This design comes from an exercise in tuning for small area on the open sky130 flow, not from production work. Where RTL was checked, it was by simulation tests only, not by an equivalence proof against the original. Function not checked in run 4: the RTL went through the layout flow alone. The clock input has no modelled driver; a real chip could not lean on it and would need a root buffer or a full tree. Power figures rest on the tool's default switching activity, not on a simulated workload.

==> config.mk <==
export PLATFORM = sky130hd
export DESIGN_NAME = my_chip
export DESIGN_NICKNAME = my_chip
export VERILOG_FILES = /design/flow/design.v
export SDC_FILE = /design/flow/constraint.sdc
export NUM_CORES = 4
export LEC_CHECK = 0
export CAP_MARGIN = 20
export CORE_MARGIN = 2
export CORE_UTILIZATION = 40
export SLEW_MARGIN = 20
==> constraint.sdc <==
create_clock -name core_clock -period 12.0 [get_ports {clock}]
set_input_delay 2.4000 -clock core_clock [delete_from_list [all_inputs] [get_ports {clock}]]
set_output_delay 2.4000 -clock core_clock [all_outputs]
set_load 0.01 [all_outputs]
==> design.v <==
module huff_encoder (
	clk,
	reset,
	io_in,
	io_out
);
	input wire clk;
	input wire reset;
	input wire [11:0] io_in;
	output wire [11:0] io_out;
	reg [5:0] s0, s1, s2;    
	reg [4:0] cnt;
	reg nsw;                 
	reg c2a;                 
	reg [1:0] lvl;           
	wire en = io_in[11];
	wire c012 = ~cnt[4] & ~(cnt[2] & (cnt[1] | cnt[0]));
	wire w7 = cnt[4] & cnt[3] & cnt[2] & cnt[1];
	wire collect = c012 | w7;
	wire load = collect & en;
	wire active = cnt[4] & cnt[3];
	wire charw = active & ~cnt[0];
	wire maskw = active & cnt[0];
	wire showc = charw & ~(cnt[2] & cnt[1]);
	wire rot = maskw | (cnt[4] & ~cnt[3] & ~(cnt[2] & cnt[1]));
	always @(posedge clk)
		if (load | rot) begin
			s0 <= s1;
			s1 <= s2;
			s2 <= load ? {io_in[9:8], io_in[3:0]} : s0;
		end
	always @(posedge clk)
		if (reset)
			cnt <= 5'd10;
		else if (w7)
			cnt <= {4'b0101, en};
		else
			cnt <= cnt + {4'd0, ~(c012 & ~en)};
	wire [1:0] f0 = s0[5:4], f1 = s1[5:4], f2 = s2[5:4];
	wire [3:0] x0 = s0[3:0], x1 = s1[3:0], x2 = s2[3:0];
	function gt4(input [3:0] a, input [3:0] b);
		gt4 = (a[3] & ~b[3]) | ((a[3] | ~b[3]) & ((a[2] & ~b[2]) | ((a[2] | ~b[2]) &
		      ((a[1] & ~b[1]) | ((a[1] | ~b[1]) & a[0] & ~b[0])))));
	endfunction
	function gt2(input [1:0] a, input [1:0] b);
		gt2 = a[1] & (~b[1] | (a[0] & ~b[0]));
	endfunction
	wire xg1 = gt4(x0, x1), xl1 = gt4(x1, x0);
	wire xg2 = gt4(x0, x2), xl2 = gt4(x2, x0);
	wire eq1 = ~xg1 & ~xl1;
	wire eq2 = ~xg2 & ~xl2;
	wire fg1 = gt2(f0, f1), fl1 = gt2(f1, f0);
	wire fg2 = gt2(f0, f2), fl2 = gt2(f2, f0);
	wire fg12 = gt2(f1, f2), fl12 = gt2(f2, f1);
	wire gt1 = fg1 | (~fl1 & xg1);
	wire gt2_ = fg2 | (~fl2 & xg2);
	wire c2 = gt1 & gt2_ & ~eq1 & ~eq2;
	wire c12 = fg12 | (~fl12 & (eq1 ? xg2 : xl1));
	wire med = (gt1 ^ gt2_) | (eq1 & ~(gt1 ^ c12)) | (eq2 & (gt2_ ^ c12));
	wire f11 = ~f1[1] & ~f2[1];
	wire fsum = f0[1] & (f0[0] ? ((~f1[1] & f2[1] & ~f2[0]) | (f1[1] & ~f1[0] & ~f2[1])) : f11);
	wire [4:0] xs = x1 + x2;
	wire term = (f0[1] & f0[0] & f11) | (fsum & (xs <= {1'b0, x0}));
	always @(posedge clk) begin
		nsw <= ~collect & (nsw | term);
		c2a <= ~collect & (c2a | c2);
	end
	wire dup = ~c2a;
	wire a1 = lvl[1];
	wire b2 = lvl[1] & lvl[0];
	always @(posedge clk)
		if (reset)
			lvl <= 2'd0;
		else if (w7)
			case (lvl)
				2'd0: lvl <= 2'd1;
				2'd1: lvl <= (~nsw & dup) ? 2'd2 : 2'd1;
				2'd2: lvl <= (nsw & dup) ? 2'd3 : 2'd2;
				default: lvl <= 2'd3;
			endcase
	wire [2:0] value = {nsw & (c2 ? b2 : a1), ~nsw & (~c2 | a1), c2 ? nsw : med};
	assign io_out[11:9] = 3'b000;
	assign io_out[8] = active;
	assign io_out[7] = 1'b0;
	assign io_out[6] = charw;
	assign io_out[5] = charw;
	assign io_out[4] = maskw & ~c2;
	assign io_out[3] = (showc & x0[3]) | maskw;
	assign io_out[2:0] = showc ? x0[2:0] : (maskw ? value : 3'b000);
endmodule
`default_nettype none
module my_chip (
    input logic [11:0] io_in,  
    output logic [11:0] io_out,  
    input logic clock,
    input logic reset  
);
    huff_encoder DUT(.clk(clock), .reset(reset), .io_in(io_in), .io_out(io_out));
endmodule
==> flow/run.sh <==
#!/bin/bash
# Standard ORFS layout (bash standard.sh) with these changes:
#  - synthesis: the ORFS synthesis script unchanged except for the logic
#    mapping step, which runs ABC with several area-oriented scripts
#    (flow/abc_multi.tcl) and keeps the smallest result, and with the adder
#    extraction pass skipped.  Flip-flops are mapped before that step, as in
#    the standard flow, so the registers are the standard synthesis's;
#  - ports are buffered with the smallest buffer cell;
#  - the clock tree: after CTS, the root buffer alone, resized, drives every
#    flip-flop (flow/clock1.tcl), so all registers see the same clock arrival;
#  - repair aims at the library's slew and capacitance limits (no extra margin).
# Each tool's output goes to its own log in this folder.
set -euo pipefail
HERE=$(pwd)
CTS="-sink_clustering_enable -repair_clock_nets -buf_list sky130_fd_sc_hd__clkbuf_8 -dont_use_dummy_load"
MARGINS="SLEW_MARGIN=0 CAP_MARGIN=0"
cp -r "$FLOW_HOME/scripts" "$HERE/scripts_mod"
python3 - "$HERE/scripts_mod/synth.tcl" <<'PY'
import sys
p = sys.argv[1]
s = open(p).read()
old = "  log_cmd abc {*}$abc_args\n"
assert s.count(old) == 1
s = s.replace(old, "  source $::env(ABC_MULTI_TCL)\n")
open(p, "w").write(s)
PY
mkdir -p "$HERE/abc_multi"
for s in $(seq 1 16); do
  printf 'strash\n&get -n\n&deepsyn -T 10 -S %d\n&put\ndch -f\nmap -a\nstrash\ndch -f\nmap -a\n' "$s" > "$HERE/abc_multi/d10_$(printf %02d $s).abc"
done
for s in 1 2 3 4; do
  printf 'strash\n&get -n\n&deepsyn -T 30 -S %d\n&put\ndch -f\nmap -a\nstrash\ndch -f\nmap -a\n' "$s" > "$HERE/abc_multi/d30_$s.abc"
done
printf 'strash\nifraig\ndc2\ndch -f\nmap -a\nstrash\ndch -f\nmap -a\n' > "$HERE/abc_multi/m9.abc"
export ABC_MULTI_TCL="$HERE/flow/abc_multi.tcl"
export ABC_MULTI_DIR="$HERE/abc_multi"
bash standard.sh SCRIPTS_DIR="$HERE/scripts_mod" ABC_AREA=1 ADDER_MAP_FILE= synth > "$HERE/synth.log" 2>&1
bash standard.sh $MARGINS "BUFFER_PORTS_ARGS=-buffer_cell sky130_fd_sc_hd__buf_1" "CTS_ARGS=$CTS" cts > "$HERE/cts.log" 2>&1
RESULTS="$HERE/orfs/results/sky130hd/my_chip/base" CLOCK_ROOT_CELL=sky130_fd_sc_hd__buf_12 \
  openroad -no_init -exit "$HERE/flow/clock1.tcl" > "$HERE/clock1.log" 2>&1
bash standard.sh $MARGINS "BUFFER_PORTS_ARGS=-buffer_cell sky130_fd_sc_hd__buf_1" "CTS_ARGS=$CTS" finish > "$HERE/finish.log" 2>&1
==> flow/abc_multi.tcl <==
# Multi-start logic mapping: run ABC once per script in $ABC_MULTI_DIR and
# keep the mapping with the smallest cell area.  Flip-flops are already
# mapped at this point and are not touched by ABC.
set my_abc_rest [lrange $abc_args 2 end]
design -save my_preabc
set my_best_area 1e30
set my_best_scr ""
foreach my_scr [lsort [glob $::env(ABC_MULTI_DIR)/*.abc]] {
  design -load my_preabc
  abc -script $my_scr {*}$my_abc_rest
  set my_f $::env(RESULTS_DIR)/abc_try.txt
  tee -q -o $my_f stat {*}$lib_args
  set my_fh [open $my_f r]
  set my_txt [read $my_fh]
  close $my_fh
  set my_a 1e30
  regexp {Chip area for module '[^']*': ([0-9.]+)} $my_txt -> my_a
  puts "ABC try [file tail $my_scr]: $my_a"
  if { $my_a < $my_best_area } {
    set my_best_area $my_a
    set my_best_scr $my_scr
    design -save my_best
  }
}
design -load my_best
puts "ABC best [file tail $my_best_scr]: $my_best_area"
==> flow/clock1.tcl <==
# Replace the clock tree TritonCTS built (a root buffer and two leaf buffers)
# with the root buffer alone, resized to $CLOCK_ROOT_CELL, driving every
# flip-flop clock pin.  All registers keep the same clock arrival.
set plat $::env(FLOW_HOME)/platforms/sky130hd
read_lef $plat/lef/sky130_fd_sc_hd.tlef
read_lef $plat/lef/sky130_fd_sc_hd_merged.lef
read_liberty $plat/lib/sky130_fd_sc_hd__tt_025C_1v80.lib
set res $::env(RESULTS)
read_db $res/4_cts.odb
read_sdc $res/4_cts.sdc
source $plat/setRC.tcl
set block [ord::get_db_block]
set root [$block findInst clkbuf_0_clock]
if { $root == "NULL" } { error "no clock root buffer" }
set rootnet [[$root findITerm X] getNet]
foreach inst [$block getInsts] {
  set n [$inst getName]
  if { [string match clkbuf_* $n] && $inst != $root } {
    set onet [[$inst findITerm X] getNet]
    foreach it [$onet getITerms] {
      if { [$it getInst] != $inst } {
        $it disconnect
        $it connect $rootnet
      }
    }
    foreach it [$inst getITerms] { $it disconnect }
    odb::dbInst_destroy $inst
    odb::dbNet_destroy $onet
    puts "removed clock buffer $n"
  } elseif { [string match clkload* $n] } {
    foreach it [$inst getITerms] { $it disconnect }
    odb::dbInst_destroy $inst
    puts "removed dummy clock load $n"
  }
}
$root swapMaster [[ord::get_db] findMaster $::env(CLOCK_ROOT_CELL)]
detailed_placement
check_placement
set_propagated_clock [all_clocks]
estimate_parasitics -placement
set mx 0
foreach p [get_pins -hier */CLK] {
  set s [get_property $p slew_max]
  if { $s > $mx } { set mx $s }
}
puts "max clock pin slew (placement estimate): $mx"
report_clock_skew
report_worst_slack -max
report_worst_slack -min
write_db $res/4_cts.odb
==> standard.sh <==
#!/bin/bash
# synth_recipe.tcl (not shown) runs the flow's synth.tcl, then flattens the netlist and writes it again
# the make line also repeats each setting of config.mk as NAME=value (left out here)
make -C /OpenROAD-flow-scripts/flow DESIGN_CONFIG=/design/flow/config.mk WORK_HOME=/design/flow/orfs CLKGATE_MAP_FILE= SYNTH_SCRIPT=/design/flow/synth_recipe.tcl "${@:-finish}"
==> key figures, run 1 <==
Placement
  – Pre-CTS WS: ~7.3 ns
  – PortBufs: 16
  – Area post-placement: 0.00151 sq mm
  – Post-DP HPWL: about 2300 microns
  – RD Place Congestion: ~0.86

Clocking
  – Clock Latency Late Sink: about 0.14 ns
  – Clock sink count: 27
  – CTS clock-pin slew for the worst setup and hold paths: between 0.1 and 0.15 ns
  – Cts hold-fix bufs: 0
  – Setup bufs post-CTS: 0
  – CTS resizes: 0

Timing
  – Accumulated negative setup slack: 0 ns
  – Final setup violation count: 0
  – Fmax: roughly 0.20 GHz
  – Final hold violation count: 0
  – Fin crit period: 4.93 ns
  – Max_slew headroom: around 27%
  – Hold slack: between 0.4 and 0.5 ns
  – Fin crit share: 41.1%
  – Count of final max-slew check failures: 0
  – Clock skew: between 0.006 and 0.007 ns
  – RSZ-0062 raised after global routing: false
  – Worst Tran Pin Value: between 1 and 1.5 ns
  – Setup WS post-layout: between 7 and 8 ns

Synth
  – Synthesized cell area: 0.00143 sq mm
  – Synth area leaders: edfxtp_1, dfxtp_1, a21oi_1
  – Netlist cell types: 19
  – Synth area leader: edfxtp_1
  – Post-synthesis compound-gate area fraction: a little over a fifth
  – Cells after Synth: about 180
  – Number of synthesized flops with an enable pin: 18
  – Simple-gate share of the synthesized area: between 10% and 20%
  – Avg Inst Size Synth: 8.13 sq um
  – Adder-cell share of the synthesized area: 0%
  – Seq/Total Area, Yosys: around 50%
  – FF+latch count, synth: 27
  – Largest family of logic cells by synthesized area: compound AO/OA/AOI/OAI gates
  – Post-Synth XOR/XNOR Area: 0%
  – Share of the synthesized area in the top cell type: around 38%
  – Dominant synthesized flop cell: edfxtp_1
  – Async S/R FF share, synth: 0%
  – Yosys Warn Count: 1
  – Mux contribution to synthesized area: 0%

Job
  – Max cap viols: 0

Drt
  – DR WL met3: approximately 210 microns
  – Via count: 1,276
  – Post-Route M1 WL: approximately 1400 microns
  – Post-DRT Antenna Nets: 0
  – First-pass iteration count of the detailed router: 4
  – WL met2: between 1000 and 1500 microns
  – Top Metal Used: met4
  – Vias/cell: about 5.4
  – DR iter-0 viols: about 160
  – Remaining DRCs: 0
  – Routed WL: 3020 microns
  – Drt wl/cell: approximately 13 microns

Critical path
  – CP max stage cell: edfxtp_1
  – Kind of critical path: reg2out
  – Cell Chain, Critical Path: nand2_1 > o21ai_0 > a21oi_1 > clkinv_1 > a21oi_1 > a21oi_1 > a21oi_1 > o22ai_1 > nand2_1 > clkinv_1 > a21oi_1 > o311ai_0 > o21ai_0 > buf_1
  – WP buf/inv: 3
  – Crit-path max FO: 4
  – Data arrival time of the worst path: 2.53 ns
  – CP required: between 9 and 10 ns
  – Worst setup EP type: primary output
  – CP startpoint: DUT.s0[2]$_DFFE_PP_
  – Startpoint class of the critical path: register
  – FF-to-FF Start: DUT.cnt[3]$_SDFF_PP1_
  – Critical path's largest stage delay: ~0.44 ns
  – CP top delay family: compound AO/OA/AOI/OAI gates
  – Most frequent CP cell: a21oi_1

Floorplan
  – Starting density of the core: around 42%
  – Die width: 63.8 microns
  – IO Pins: 26
  – Cell row count: 21
  – Core Area: 0.00339 sq mm
  – DIE AREA: 0.00407 sq mm
  – Die height: about 64 microns

Global routing
  – Vias in the first global route: 1,201
  – First-pass GRT wire length: ~5200 microns
  – Largest net degree at the start of global routing: 28
  – Grt ovf: 0
  – Global Route Usage Sum: between 10% and 20%
  – Antenna violations before repair: 0

Layout
  – Fillcell total: 351
  – Nets: 205
  – Ant diodes: 0
  – Cell area after layout: approximately 0.0015 sq mm
  – Area grow syn2layout: 7.17%
  – Share of layout cells above drive strength 1: under 10%

Power
  – Switching part of the total: about a third
  – Sequential power share: between 50% and 60%
  – Gate power share: between 20 and 30%
  – Lkg Pwr: 0.503 nW
  – Pwr Density: 156 mW/mm^2
  – Internal power: 0.155 mW
  – Clk network pwr share: roughly 15%
  – IR drop worst, VDD: around 65 uV
  – P_sw: between 0.08 and 0.09 mW

Min path
  – Worst hold path class: reg2reg
  – Hold_sp: DUT.s1[2]$_DFFE_PP_

Run status
  – Status: timing/DRC/antenna clean
## cells in the mapped netlist (5+ instances only)
library cell and instances:
a21oi_1 23, buf_4 7, clkinv_1 30, dfxtp_1 9, edfxtp_1 18, nand2_1 22, nand3_1 6, nor2_1 21
nor3_1 6, o21ai_0 18, o22ai_1 5
## cells by family after synthesis
kind of cell | after synthesis
AO/OA/AOI/OAI | 55
buffers and inverters | 37
flip-flops | 27
other | 1
AND/OR/NAND/NOR | 56
## flip-flops by register name (all words and copies together) (netlist names)
| register | flops |
|---|---|
| DUT.nsw | 1 |
| DUT.cnt | 5 |
| DUT.s0 | 6 |
| DUT.s1 | 6 |
| DUT.s2 | 6 |
| DUT.c2a | 1 |
| DUT.lvl | 2 |
## layout make-up
class | instances | area [sq um] | share of cell area (%)
flip-flops and latches | 27 | 721 | 47.0
multi-input cells | 115 | 563 | 36.7
inverters | 30 | 113 | 7.34
repair buffers | 16 | 60.1 | 3.92
well taps | 46 | 57.6 | 3.75
clock buffers | 1 | 20.0 | 1.31
## power groups by stage
stage               Clock, mW  Combinational, mW  Sequential, mW
floorplan                   0             0.0551           0.130
global placement            0             0.0669           0.133
detailed placement          0             0.0690           0.134
CTS                    0.0509             0.0700           0.132
global route           0.0415             0.0809           0.134
finish                 0.0369             0.0704           0.132
## cells in the final DEF, fill, tap and decap left out
cell type / n
o311ai_0: 1
o221ai_2: 1
dfxtp_1: 9
nor3_1: 6
a21oi_1: 23
buf_12: 1
nand2_1: 22
a221oi_1: 1
clkinv_1: 30
o21ai_0: 18
nor3b_1: 1
edfxtp_1: 18
o2111ai_1: 1
o221ai_1: 1
o211ai_1: 2
a32oi_1: 2
conb_1: 4
nand3_1: 6
nor2_1: 21
o22ai_1: 5
buf_1: 16
## metal layers
metal | vias up | GRT usage, %
li1 | 633 | -
met1 | 589 | 26.2
met2 | 47 | 30.2
met3 | 7 | 1.76
met4 | 0 | 4.62
met5 | - | 0
## worst register-to-register path: stages, from the launching register on
cell and delay [ns]:
dfxtp_1 0.40, clkinv_1 0.10, nor2_1 0.13, clkinv_1 0.15, o211ai_1 0.11, nand2_1 0.14, o221ai_2 0.85
## per-stage QoR
stage	utilization (%)	instances	total power, mW
after CTS	45.9	237	0.253
after global placement	44.7	234	0.200
after global routing	45.3	235	0.257
after detailed placement	44.7	234	0.203
after floorplan	-	179	0.185
final	45.3	235	0.239
## final timing paths
path | end | slack, ns | cells after the start
min | DUT.s0[2]$_DFFE_PP_ | 0.47 | 0
max | io_out[0] | 7.07 | 14
min reg2reg | DUT.s0[2]$_DFFE_PP_ | 0.47 | 0
max reg2reg | DUT.s0[1]$_DFFE_PP_ | 9.76 | 6
==> inputs of run 2 (changes only) <==
--- a/flow/run.sh
+++ b/flow/run.sh
@@ -13,7 +13,7 @@
 set -euo pipefail
 HERE=$(pwd)
 CTS="-sink_clustering_enable -repair_clock_nets -buf_list sky130_fd_sc_hd__clkbuf_8 -dont_use_dummy_load"
-MARGINS="SLEW_MARGIN=0 CAP_MARGIN=0"
+MARGINS="SLEW_MARGIN=0 CAP_MARGIN=0 SKIP_REPAIR_TIE_FANOUT=1"
 cp -r "$FLOW_HOME/scripts" "$HERE/scripts_mod"
 python3 - "$HERE/scripts_mod/synth.tcl" <<'PY'
 import sys
==> run 2 against run 1 <==
Compared with the run above:
- power down 0.62%
- synthesized cell count did not move
- combinational power shrank 3%
- clock power is essentially flat
- first-iteration DRC count down 41%
- clock skew decreased by 0.0045 ns
- sequential power about the same
- via count decreased by 2.6%
- critical path depth is the same
==> key figures, run 2 <==
Drt
  – DR iter-0 viols: 96 (-41%)
  – Vias/cell: 5.36 (-1.3%)
  – Via count: 1,243 (-2.6%)
  – Remaining DRCs: 0 (unchanged)
  – First-pass iteration count of the detailed router: 7 (+3)
  – Post-DRT Antenna Nets: 0 (unchanged)
  – Drt wl/cell: 12.5 microns (-3.1%)
  – Routed WL: 2890 microns (-4.4%)

Placement
  – PortBufs: 16 (unchanged)
  – Post-DP HPWL: 2140 microns (-5.1%)
  – RD Place Congestion: 0.804 (-6.3%)

Critical path
  – Crit-path max FO: 5 (+1)
  – Reg2Reg Setup Slack: 9.73 ns (-0.03 ns)
  – Startpoint class of the critical path: register
  – FF-to-FF Start: DUT.cnt[3]$_SDFF_PP1_
  – Worst setup EP type: primary output
  – Data arrival time of the worst path: 2.43 ns (-0.10 ns)
  – Reg2Reg Depth: 6 (unchanged)
  – Kind of critical path: reg2out
  – CP required: 9.60 ns (about the same)
  – R2r endpoint: DUT.s0[1]$_DFFE_PP_

Synth
  – Seq/Total Area, Yosys: 50.3% (unchanged)
  – FF+latch count, synth: 27 (unchanged)
  – Share of the synthesized area in the top cell type: 37.8% (unchanged)
  – Synth area leaders: edfxtp_1, dfxtp_1, a21oi_1
  – Cells after Synth: 176 (unchanged)
  – Synth area leader: edfxtp_1
  – Synthesized cell area: 0.00143 sq mm (unchanged)
  – Most numerous cell in the Yosys netlist: clkinv_1
  – Number of synthesized flops with an enable pin: 18 (unchanged)
  – Yosys Warn Count: 1 (unchanged)
  – Netlist cell types: 19 (unchanged)
  – Post-synth top cells: clkinv_1, a21oi_1, nand2_1
  – Async S/R FF share, synth: 0% (unchanged)
  – Dominant synthesized flop cell: edfxtp_1
  – Avg Inst Size Synth: 8.13 sq um (unchanged)

Global routing
  – First-pass GRT wire length: 4600 microns (-12%)
  – Global Route Usage Sum: 16.5% (-2.0 points)
  – Grt ovf: 0 (unchanged)
  – Vias in the first global route: 1,044 (-13%)
  – Largest net degree at the start of global routing: 28 (unchanged)
  – Antenna violations before repair: 0 (unchanged)

Layout
  – Post-layout util: 44.9% (-0.33 points)
  – Ant diodes: 0 (unchanged)
  – Fillcell total: 340 (-3.1%)
  – Area grow syn2layout: 6.38%
  – Nets: 202 (-1.5%)
  – Commonest non-fill, non-tap cells in the layout: clkinv_1, a21oi_1, nand2_1
  – Share of layout cells above drive strength 1: 1.08% (+0.017 points)
  – Commonest non-fill, non-tap cell in the layout: clkinv_1
  – Area of the multi-input gates: 552 sq um (-2.0%)
  – Biggest regs: DUT.s0 x6, DUT.s1 x6, DUT.s2 x6
  – FF/Latch Area: 721 sq um (unchanged)

Clocking
  – Clock sink count: 27 (unchanged)
  – Setup bufs post-CTS: 0 (unchanged)
  – CTS resizes: 0 (unchanged)
  – Cts hold-fix bufs: 0 (unchanged)
  – Clock Latency Late Sink: 0.14 ns (about the same)
  – CTS clock-pin slew for the worst setup and hold paths: 0.11 ns (about the same)

Min path
  – WHS Path Cells: 0 (unchanged)
  – Hold Path End: DUT.s0[2]$_DFFE_PP_
  – Worst hold path class: reg2reg
  – Hold_sp: DUT.s1[2]$_DFFE_PP_

Timing
  – Fin crit share: 40.3% (-0.78 points)
  – Final hold violation count: 0 (unchanged)
  – Max_slew headroom: 26.4% (-0.79 points)
  – Fmax: 0.207 GHz (+1.9%)
  – Clock skew: 0.00173 ns (-0.00455 ns)
  – RSZ-0062 raised after global routing: false
  – Count of final max-slew check failures: 0 (unchanged)
  – Worst Tran Pin Value: 1.10 ns (+0.0119 ns)
  – Final setup violation count: 0 (unchanged)
  – Accumulated negative setup slack: 0 ns (unchanged)
  – Hold slack: 0.497 ns (+0.0302 ns)
  – Fin crit period: 4.83 ns (-0.0930 ns)

Power
  – Pwr Density: 156 mW/mm^2 (+0.12%)
  – IR drop worst, VDD: 70.6 uV (+9.4%)
  – Lkg Pwr: 0.493 nW (-1.9%)

Floorplan
  – IO Pins: 26 (unchanged)
  – Starting density of the core: 42.2% (unchanged)
  – Core Area: 0.00339 sq mm (unchanged)
  – Die width: 63.8 microns (unchanged)
  – Die height: 63.8 microns (unchanged)
  – Cell row count: 21 (unchanged)
  – DIE AREA: 0.00407 sq mm (unchanged)

Job
  – Max cap viols: 0 (unchanged)

Run status
  – Status: timing/DRC/antenna clean
-- run 2: cell count changes in the layout (fill, tap and decap cells not counted), sizes merged --
cell,before,now
conb,4,1
-- run 2: final cells by class --
cell class / instances / share of cell area, %
Sequential cell: 27 / 47.3
Multi-Input combinational cell: 112 / 36.2
Inverter: 30 / 7.40
Timing Repair Buffer: 16 / 3.94
Tap cell: 46 / 3.78
Clock buffer: 1 / 1.31
-- run 2: worst max-delay path by stage --
stage,start,endpoint,slack (ns),depth (start not counted)
after floorplan,DUT.s0[2]$_DFFE_PP_,io_out[0],7.82,13
after global placement,DUT.s0[1]$_DFFE_PP_,io_out[0],7.38,14
after detailed placement,DUT.s0[2]$_DFFE_PP_,io_out[0],7.38,14
after CTS,DUT.s1[2]$_DFFE_PP_,io_out[0],7.05,15
after global routing,DUT.s1[2]$_DFFE_PP_,io_out[0],6.90,15
final,DUT.s0[1]$_DFFE_PP_,io_out[0],7.17,14
-- run 2: critical path, stage by stage (launching register included) --
cell,delay [ns]
edfxtp_1,0.43
clkinv_1,0.13
o21ai_0,0.10
a21oi_1,0.13
clkinv_1,0.08
a21oi_1,0.29
a21oi_1,0.07
a21oi_1,0.12
o22ai_1,0.11
nand2_1,0.12
clkinv_1,0.12
a21oi_1,0.15
o311ai_0,0.14
o21ai_0,0.13
buf_1,0.18
-- run 2: logic make-up after synthesis --
| group | synth area share [%] |
|---|---|
| AOI/OAI and AO/OA | 21.9 |
| buffers and inverters | 11.5 |
| DFF | 50.3 |
| other | 0.262 |
| and+or+nand+nor | 16.0 |
-- run 2: metrics by stage --
stage / cells / setup WS, ns / area, sq um / power, mW
final: 232 / 7.17 / 1520 / 0.237
after global routing: 232 / 6.90 / 1520 / 0.254
after detailed placement: 231 / 7.38 / 1500 / 0.202
after CTS: 234 / 7.05 / 1540 / 0.250
after floorplan: 176 / 7.82 / 1430 / 0.185
after global placement: 231 / 7.38 / 1500 / 0.200
-- run 2: routing by layer --
layer / GRT usage [%] / share of wire (%) / vias up
li1: - / - / 632
met1: 24.7 / 47 / 559
met2: 26.0 / 47 / 46
met3: 1.58 / 4.9 / 6
met4: 2.72 / 1.3 / 0
met5: 0 / 0 / -
-- run 2: power breakdown --
part	internal [mW]	switching (mW)
Clock	0.0136	0.0235
Combinational	0.0222	0.0464
Sequential	0.119	0.0127
==> inputs of run 3 (changes only) <==
--- a/flow/run.sh
+++ b/flow/run.sh
@@ -25,10 +25,10 @@
 open(p, "w").write(s)
 PY
 mkdir -p "$HERE/abc_multi"
-for s in $(seq 1 16); do
+for s in $(seq 1 32); do
   printf 'strash\n&get -n\n&deepsyn -T 10 -S %d\n&put\ndch -f\nmap -a\nstrash\ndch -f\nmap -a\n' "$s" > "$HERE/abc_multi/d10_$(printf %02d $s).abc"
 done
-for s in 1 2 3 4; do
+for s in 1 2 3 4 5 6; do
   printf 'strash\n&get -n\n&deepsyn -T 30 -S %d\n&put\ndch -f\nmap -a\nstrash\ndch -f\nmap -a\n' "$s" > "$HERE/abc_multi/d30_$s.abc"
 done
 printf 'strash\nifraig\ndc2\ndch -f\nmap -a\nstrash\ndch -f\nmap -a\n' > "$HERE/abc_multi/m9.abc"
==> run 3 against run 2 <==
Compared with the run above:
- cell count decreased by 2.2%
- clock skew about the same
- global-route usage up 0.37 points
- power down 3.6%
- final area shrank 0.99%
- maximum frequency increased by 6.4%
- sequential power fell by 3%
- sequential share of layout area grew 0.47 points
- critical endpoint unchanged
- largest power group unchanged
==> key figures, run 3 <==
Floorplan
  – DIE AREA: 0.00405 sq mm (-0.58%)
  – Die width: 63.6 microns (-0.29%)
  – Starting density of the core: 42.3% (+0.069 points)
  – Die height: 63.6 microns (-0.29%)
  – IO Pins: 26 (unchanged)
  – Cell row count: 21 (unchanged)
  – Core Area: 0.00336 sq mm (-0.78%)

Drt
  – Vias/cell: 5.44 (+1.6%)
  – DR iter-0 viols: 55 (-43%)
  – First-pass iteration count of the detailed router: 5 (-2)
  – Via count: 1,236 (-0.56%)
  – Routed WL: 2860 microns (-1.2%)
  – Remaining DRCs: 0 (unchanged)
  – Drt wl/cell: 12.6 microns (+0.97%)
  – Post-DRT Antenna Nets: 0 (unchanged)

Synth
  – Yosys Warn Count: 1 (unchanged)
  – Cells after Synth: 171 (-2.8%)
  – Async S/R FF share, synth: 0% (unchanged)
  – Most numerous cell in the Yosys netlist: nand2_1
  – Synth area leaders: edfxtp_1, dfxtp_1, o21ai_0
  – Share of the synthesized area in the top cell type: 38.0% (+0.23 points)
  – Synthesized cell area: 0.00142 sq mm (-0.61%)
  – Netlist cell types: 24 (+5)
  – Synth area leader: edfxtp_1
  – Number of synthesized flops with an enable pin: 18 (unchanged)
  – FF+latch count, synth: 27 (unchanged)
  – Post-synth top cells: nand2_1, clkinv_1, o21ai_0
  – Dominant synthesized flop cell: edfxtp_1
  – Avg Inst Size Synth: 8.32 sq um (+2.3%)
  – Seq/Total Area, Yosys: 50.7% (+0.31 points)

Layout
  – Nets: 197 (-2.5%)
  – Share of layout cells above drive strength 1: 1.66% (+0.58 points)
  – Area grow syn2layout: 5.98%
  – Biggest regs: DUT.s0 x6, DUT.s1 x6, DUT.s2 x6
  – Commonest non-fill, non-tap cell in the layout: nand2_1
  – Non-Filler Instances: 227 (-2.2%)
  – Ant diodes: 0 (unchanged)
  – Fillcell total: 381 (+12%)
  – Commonest non-fill, non-tap cells in the layout: nand2_1, clkinv_1, o21ai_0

Critical path
  – Crit-path max FO: 6 (+1)
  – Kind of critical path: reg2out
  – CP max stage cell: o21ai_0
  – CP required: 9.60 ns (about the same)
  – Worst setup EP type: primary output
  – Startpoint class of the critical path: register
  – Data arrival time of the worst path: 2.14 ns (-0.29 ns)
  – Critical path's largest stage delay: 0.38 ns (-0.05 ns)
  – Cell Chain, Critical Path: clkinv_1 > nor2_1 > nor2_1 > o2111ai_1 > clkinv_1 > o21ai_0 > a41oi_1 > a21oi_1 > o21ai_0 > o22ai_1 > buf_1

Power
  – IR drop worst, VDD: 76.7 uV (+8.6%)
  – Pwr Density: 152 mW/mm^2 (-2.6%)
  – Lkg Pwr: 0.494 nW (+0.14%)

Clocking
  – Setup bufs post-CTS: 0 (unchanged)
  – Clock sink count: 27 (unchanged)
  – CTS clock-pin slew for the worst setup and hold paths: 0.11 ns (about the same)
  – Clock Latency Late Sink: 0.14 ns (about the same)
  – CTS resizes: 0 (unchanged)
  – Cts hold-fix bufs: 0 (unchanged)

Placement
  – Post-DP HPWL: 2190 microns (+2.3%)
  – RD Place Congestion: 0.870 (+8.2%)
  – PortBufs: 16 (unchanged)
  – Number of placed cells counting well taps: 226 (-2.2%)

Job
  – Max cap viols: 0 (unchanged)

Timing
  – RSZ-0062 raised after global routing: false
  – Accumulated negative setup slack: 0 ns (unchanged)
  – Final hold violation count: 0 (unchanged)
  – Final setup violation count: 0 (unchanged)
  – Fin crit share: 37.9% (-2.4 points)
  – Max_slew headroom: 48.1% (+22 points)
  – Clock skew: 0.00201 ns (+0.000280 ns)
  – Fin crit period: 4.54 ns (-0.290 ns)
  – Count of final max-slew check failures: 0 (unchanged)
  – Fmax: 0.220 GHz (+6.4%)
  – Worst Tran Pin Value: 0.777 ns (-0.328 ns)

Global routing
  – Global Route Usage Sum: 16.8% (+0.37 points)
  – First-pass GRT wire length: 4770 microns (+3.7%)
  – Grt ovf: 0 (unchanged)
  – Antenna violations before repair: 0 (unchanged)
  – Largest net degree at the start of global routing: 28 (unchanged)
  – Vias in the first global route: 1,156 (+11%)

Min path
  – Worst hold path class: reg2reg

Run status
  – Status: timing/DRC/antenna clean
-- run 3: cell count changes after synthesis, moves of 2 or more --
cell,before,now
a21oi_1,23,13
clkinv_1,30,24
o21ai_0,18,23
nand2_1,22,25
nor2_1,21,18
a22oi_1,0,2
a31oi_1,0,2
a32oi_1,2,0
nand3_1,6,4
nor3_1,6,8
o211ai_1,2,0
xor2_1,0,2
-- run 3: area by class of cell --
cell class	count	area [sq um]	share of cell area, %
Inverter	24	90.1	5.98
Timing Repair Buffer	16	60.1	3.98
Clock buffer	1	20.0	1.33
Multi-Input combinational cell	113	559	37.1
Tap cell	46	57.6	3.82
Sequential cell	27	721	47.8
-- run 3: routing by layer --
metal  GRT usage [%]  wire (microns)  part of all wire [%]  vias to the layer above
li1                -               -                     -                      610
met5               0               0                     0                        -
met4            3.26              48                   1.7                        0
met1            21.8            1190                    42                      577
met3            1.96             154                   5.4                        9
met2            30.3            1460                    51                       40
-- run 3: final timing paths --
check                             start             endpoint  slack, ns  depth (start not counted)
hold / removal          DUT.c2a$_DFF_P_      DUT.c2a$_DFF_P_       0.49                          2
setup reg to reg  DUT.cnt[4]$_SDFF_PP0_  DUT.s0[5]$_DFFE_PP_       9.14                          8
setup / recovery    DUT.s0[2]$_DFFE_PP_            io_out[0]       7.46                         11
hold reg to reg         DUT.c2a$_DFF_P_      DUT.c2a$_DFF_P_       0.49                          2
-- run 3: kinds of logic (layout without fill, tap and decap cells) --
logic type,count (synthesis),count (layout),share of synthesized area (%)
AND/OR/NAND/NOR,57,57,16.5
AO/OA/AOI/OAI,53,53,21.3
buffers and inverters,31,41,10.0
flip-flops,27,27,50.7
XOR/XNOR,2,2,1.23
other,1,1,0.264
-- run 3: stage by stage --
stage	power, mW	worst slack (ns)	hold WS (ns)	instance area, sq um	utilization (%)
2_1_floorplan	0.178	8.02	0.431	1420	-
6_report	0.229	7.46	0.491	1510	44.8
3_3_place_gp	0.192	7.64	0.443	1490	44.2
4_1_cts	0.242	7.31	0.491	1530	45.5
5_1_grt	0.244	7.21	0.518	1510	44.8
3_5_place_dp	0.194	7.62	0.475	1490	44.2
-- run 3: critical path, delay by kind of cell, from the launching register on --
| family | cells | cell delay (ns) |
|---|---|---|
| AO/OA/AOI/OAI | 6 | 0.91 |
| buffers and inverters | 3 | 0.48 |
| flip-flops | 1 | 0.34 |
| AND/OR/NAND/NOR | 2 | 0.28 |
-- run 3: where the power goes --
part           switching, mW  internal (mW)  total, mW
Clock                 0.0236         0.0136     0.0372
Combinational         0.0423         0.0213     0.0635
Sequential            0.0109          0.117      0.128
Total                 0.0768          0.152      0.229
==> inputs of run 4 (changes only) <==
--- a/design.v
+++ b/design.v
@@ -9,7 +9,8 @@
 	input wire [11:0] io_in;
 	output wire [11:0] io_out;
 	reg [5:0] s0, s1, s2;    
-	reg [4:0] cnt;
+	reg [4:0] cq;
+	wire [4:0] cnt = ~cq;    
 	reg nsw;                 
 	reg c2a;                 
 	reg [1:0] lvl;           
@@ -27,16 +28,16 @@
 		if (load | rot) begin
 			s0 <= s1;
 			s1 <= s2;
-			s2 <= load ? {io_in[9:8], io_in[3:0]} : s0;
+			s2 <= load ? {~io_in[9:8], io_in[3:0]} : s0;
 		end
 	always @(posedge clk)
 		if (reset)
-			cnt <= 5'd10;
+			cq <= ~5'd10;
 		else if (w7)
-			cnt <= {4'b0101, en};
+			cq <= ~{4'b0101, en};
 		else
-			cnt <= cnt + {4'd0, ~(c012 & ~en)};
-	wire [1:0] f0 = s0[5:4], f1 = s1[5:4], f2 = s2[5:4];
+			cq <= ~(cnt + {4'd0, ~(c012 & ~en)});
+	wire [1:0] f0 = ~s0[5:4], f1 = ~s1[5:4], f2 = ~s2[5:4];
 	wire [3:0] x0 = s0[3:0], x1 = s1[3:0], x2 = s2[3:0];
 	function gt4(input [3:0] a, input [3:0] b);
 		gt4 = (a[3] & ~b[3]) | ((a[3] | ~b[3]) & ((a[2] & ~b[2]) | ((a[2] | ~b[2]) &
--- a/flow/run.sh
+++ b/flow/run.sh
@@ -25,10 +25,10 @@
 open(p, "w").write(s)
 PY
 mkdir -p "$HERE/abc_multi"
-for s in $(seq 1 32); do
+for s in $(seq 1 24); do
   printf 'strash\n&get -n\n&deepsyn -T 10 -S %d\n&put\ndch -f\nmap -a\nstrash\ndch -f\nmap -a\n' "$s" > "$HERE/abc_multi/d10_$(printf %02d $s).abc"
 done
-for s in 1 2 3 4 5 6; do
+for s in 1 2 3 4; do
   printf 'strash\n&get -n\n&deepsyn -T 30 -S %d\n&put\ndch -f\nmap -a\nstrash\ndch -f\nmap -a\n' "$s" > "$HERE/abc_multi/d30_$s.abc"
 done
 printf 'strash\nifraig\ndc2\ndch -f\nmap -a\nstrash\ndch -f\nmap -a\n' > "$HERE/abc_multi/m9.abc"
==> run 4 against run 3 <==
Compared with the run above:
- synthesized cell count increased by 3.5%
- routed wire length increased by 7.5%
- largest power group unchanged
- final area increased by 1.7%
- still clean on timing, DRC and antenna
- flip-flop and latch count unchanged
- first-iteration DRC count decreased by 9.1%
- worst hold slack got worse by 0.025 ns
- sequential share of layout area decreased by 0.78 points
- sequential power decreased by 8%
- global-route usage increased by 0.84 points
- clock power decreased by 3%
- non-clock buffer count increased by 1
==> key figures, run 4 <==
Floorplan
  – Core Area: 0.00339 sq mm (+0.78%)
  – Die width: 64 microns (+0.57%)
  – Die height: 64 microns (+0.57%)
  – DIE AREA: 0.00410 sq mm (+1.2%)
  – Cell row count: 21 (unchanged)
  – IO Pins: 26 (unchanged)
  – Starting density of the core: 42.5% (+0.19 points)

Critical path
  – Worst setup EP type: primary output
  – Cell Chain, Critical Path: clkinv_1 > nor2_1 > nor3_1 > a221oi_1 > o22ai_1 > nor4_1 > nor2_1 > a22oi_1 > o211ai_1 > o311ai_0 > o21ai_0 > buf_1
  – Critical path's largest stage delay: 0.46 ns (+0.08 ns)
  – Crit-path max FO: 4 (-2)
  – CP max stage cell: nor4_1
  – CP required: 9.60 ns (about the same)
  – Startpoint class of the critical path: register
  – Reg2Reg Setup Slack: 9.70 ns (+0.56 ns)
  – Kind of critical path: reg2out
  – Data arrival time of the worst path: 2.73 ns (+0.59 ns)
  – Most frequent CP cell: nor2_1

Power
  – Pwr Density: 129 mW/mm^2 (-15%)
  – Lkg Pwr: 0.518 nW (+4.9%)
  – IR drop worst, VDD: 63.1 uV (-18%)
  – Power, Total: 0.198 mW (-13%)

Timing
  – Final setup violation count: 0 (unchanged)
  – Accumulated negative setup slack: 0 ns (unchanged)
  – Fin crit share: 42.7% (+4.9 points)
  – Clock skew: 0.00508 ns (+0.00307 ns)
  – Worst Tran Pin Value: 0.561 ns (-0.215 ns)
  – Max_slew headroom: 62.2% (+14 points)
  – Setup WS post-layout: 6.87 ns (-0.585 ns)
  – Fin crit period: 5.13 ns (+0.585 ns)
  – RSZ-0062 raised after global routing: false
  – Count of final max-slew check failures: 0 (unchanged)
  – Final hold violation count: 0 (unchanged)
  – Fmax: 0.195 GHz (-11%)

Drt
  – First-pass iteration count of the detailed router: 5 (unchanged)
  – DR iter-0 viols: 50 (-9.1%)
  – Routed WL: 3070 microns (+7.5%)
  – Drt wl/cell: 13.1 microns (+4.2%)
  – Remaining DRCs: 0 (unchanged)
  – Via count: 1,261 (+2.0%)
  – Vias/cell: 5.39 (-1.0%)
  – Post-DRT Antenna Nets: 0 (unchanged)

Global routing
  – Vias in the first global route: 1,156 (unchanged)
  – Global Route Usage Sum: 17.7% (+0.84 points)
  – Grt ovf: 0 (unchanged)
  – Largest net degree at the start of global routing: 28 (unchanged)
  – Antenna violations before repair: 0 (unchanged)
  – First-pass GRT wire length: 5040 microns (+5.8%)

Layout
  – Biggest regs: DUT.s0 x6, DUT.s1 x6, DUT.s2 x6
  – Post-layout util: 45.2% (+0.39 points)
  – Cell area after layout: 0.00153 sq mm (+1.7%)
  – Nets: 204 (+3.6%)
  – Commonest non-fill, non-tap cells in the layout: nor2_1, clkinv_1, nand2_1
  – Area grow syn2layout: 6.43%
  – Ant diodes: 0 (unchanged)
  – Fillcell total: 355 (-6.8%)
  – Share of layout cells above drive strength 1: 1.60% (-0.062 points)

Job
  – Max cap viols: 0 (unchanged)

Clocking
  – CTS resizes: 0 (unchanged)
  – Clock sink count: 27 (unchanged)
  – Clock Latency Late Sink: 0.14 ns (about the same)
  – Cts hold-fix bufs: 0 (unchanged)
  – Setup bufs post-CTS: 0 (unchanged)
  – CTS clock-pin slew for the worst setup and hold paths: 0.10 ns (about the same)

Synth
  – Async S/R FF share, synth: 0% (unchanged)
  – Share of the synthesized area in the top cell type: 37.5% (-0.46 points)
  – Synthesized cell area: 0.00144 sq mm (+1.2%)
  – FF+latch count, synth: 27 (unchanged)
  – Seq/Total Area, Yosys: 50.0% (-0.62 points)
  – Synth area leaders: edfxtp_1, dfxtp_1, clkinv_1
  – Yosys Warn Count: 1 (unchanged)
  – Dominant synthesized flop cell: edfxtp_1
  – Post-synth top cells: clkinv_1, nor2_1, nand2_1
  – Number of synthesized flops with an enable pin: 18 (unchanged)
  – Synth area leader: edfxtp_1
  – Netlist cell types: 24 (unchanged)
  – Cells after Synth: 177 (+3.5%)
  – Avg Inst Size Synth: 8.14 sq um (-2.2%)

Placement
  – Pre-CTS WS: 7.07 ns (-0.551 ns)
  – Post-DP HPWL: 2300 microns (+5.2%)
  – PortBufs: 16 (unchanged)
  – Area post-placement: 0.00151 sq mm (+1.7%)
  – RD Place Congestion: 0.812 (-6.7%)

Min path
  – Worst hold path class: reg2reg

Run status
  – Status: timing/DRC/antenna clean
-- run 4: cell types whose count changed after synthesis, sizes merged, moves of 4 or more --
cell,previous run,this run
nor2,18,28
o21ai,23,15
nor3,8,2
clkinv,24,28
-- run 4: logic make-up (layout without fill, tap and decap cells) --
kind of cell | Yosys count | in the layout | share of synthesized area [%]
AND/OR/NAND/NOR | 64 | 64 | 18.1
AO/OA/AOI/OAI | 50 | 50 | 20.7
buffers and inverters | 35 | 46 | 10.9
flip-flops | 27 | 27 | 50.0
other | 1 | 1 | 0.260
-- run 4: area by class of cell --
class | count | area [sq um] | share of cell area (%)
repair buffers | 17 | 67.6 | 4.41
clock buffers | 1 | 20.0 | 1.31
well taps | 46 | 57.6 | 3.76
inverters | 28 | 105 | 6.86
flip-flops and latches | 27 | 721 | 47.0
multi-input cells | 115 | 562 | 36.7
-- run 4: layer usage --
metal	track usage, %	up-vias	part of all wire, %
met2	30.2	47	48
met4	4.89	0	2.0
met5	0	-	0
met1	23.5	578	44
li1	-	625	-
met3	2.11	11	5.4
-- run 4: power by group --
group | switching (mW) | total [mW] | internal (mW) | leakage [nW]
Sequential | 0.00836 | 0.118 | 0.110 | 0.248
Clock | 0.0224 | 0.0360 | 0.0136 | 0.00940
Combinational | 0.0289 | 0.0437 | 0.0147 | 0.260
Total | 0.0597 | 0.198 | 0.138 | 0.518
-- run 4: final timing paths --
kind | from | to | cells after the start
setup / recovery | DUT.s2[1]$_DFFE_PP_ | io_out[0] | 12
hold / removal | DUT.c2a$_DFF_P_ | DUT.c2a$_DFF_P_ | 2
setup reg to reg | DUT.cq[1]$_SDFF_PP0_ | DUT.s1[4]$_DFFE_PP_ | 8
hold reg to reg | DUT.c2a$_DFF_P_ | DUT.c2a$_DFF_P_ | 2
-- run 4: through the flow --
step	std cells	hold WS, ns
floorplan	177	0.435
global placement	233	0.449
detailed placement	233	0.456
CTS	236	0.469
global route	234	0.494
finish	234	0.466
-- run 4: critical path, delay by kind of cell, from the launching register on --
| family | cells | cell delay (ns) |
|---|---|---|
| AO/OA/AOI/OAI | 6 | 1.07 |
| AND/OR/NAND/NOR | 4 | 0.83 |
| flip-flops | 1 | 0.42 |
| buffers and inverters | 2 | 0.27 |

## static timing again, ports no longer ideal
The flow's constraints put no driver on any port. The routed layouts listed below were extracted and timed again, unchanged, in two steps. Step 1: set_driving_cell puts a clkbuf_16 on clock and a buf_2 on each other input, an assumption about the parent block. Step 2 also shifts input and output timing later by t, the mid clock arrival at the registers, as if the neighbouring blocks saw the same clock. a / b / c = no drivers / after step 1 / after step 2; a / b = the first two.
| run | t, ns | setup slack, ns | worst data-port slew with drivers (ns) |
|---|---|---|---|
| run 1 | 0.170 | 7.073 / 7.041 / 7.211 | 0.03 |
| run 2 | 0.170 | 7.166 / 7.134 / 7.304 | 0.03 |
| run 3 | 0.169 | 7.456 / 7.425 / 7.594 | 0.03 |
| run 4 | 0.168 | 6.871 / 6.838 / 7.006 | 0.03 |
After both steps setup and hold are still met in every run listed.
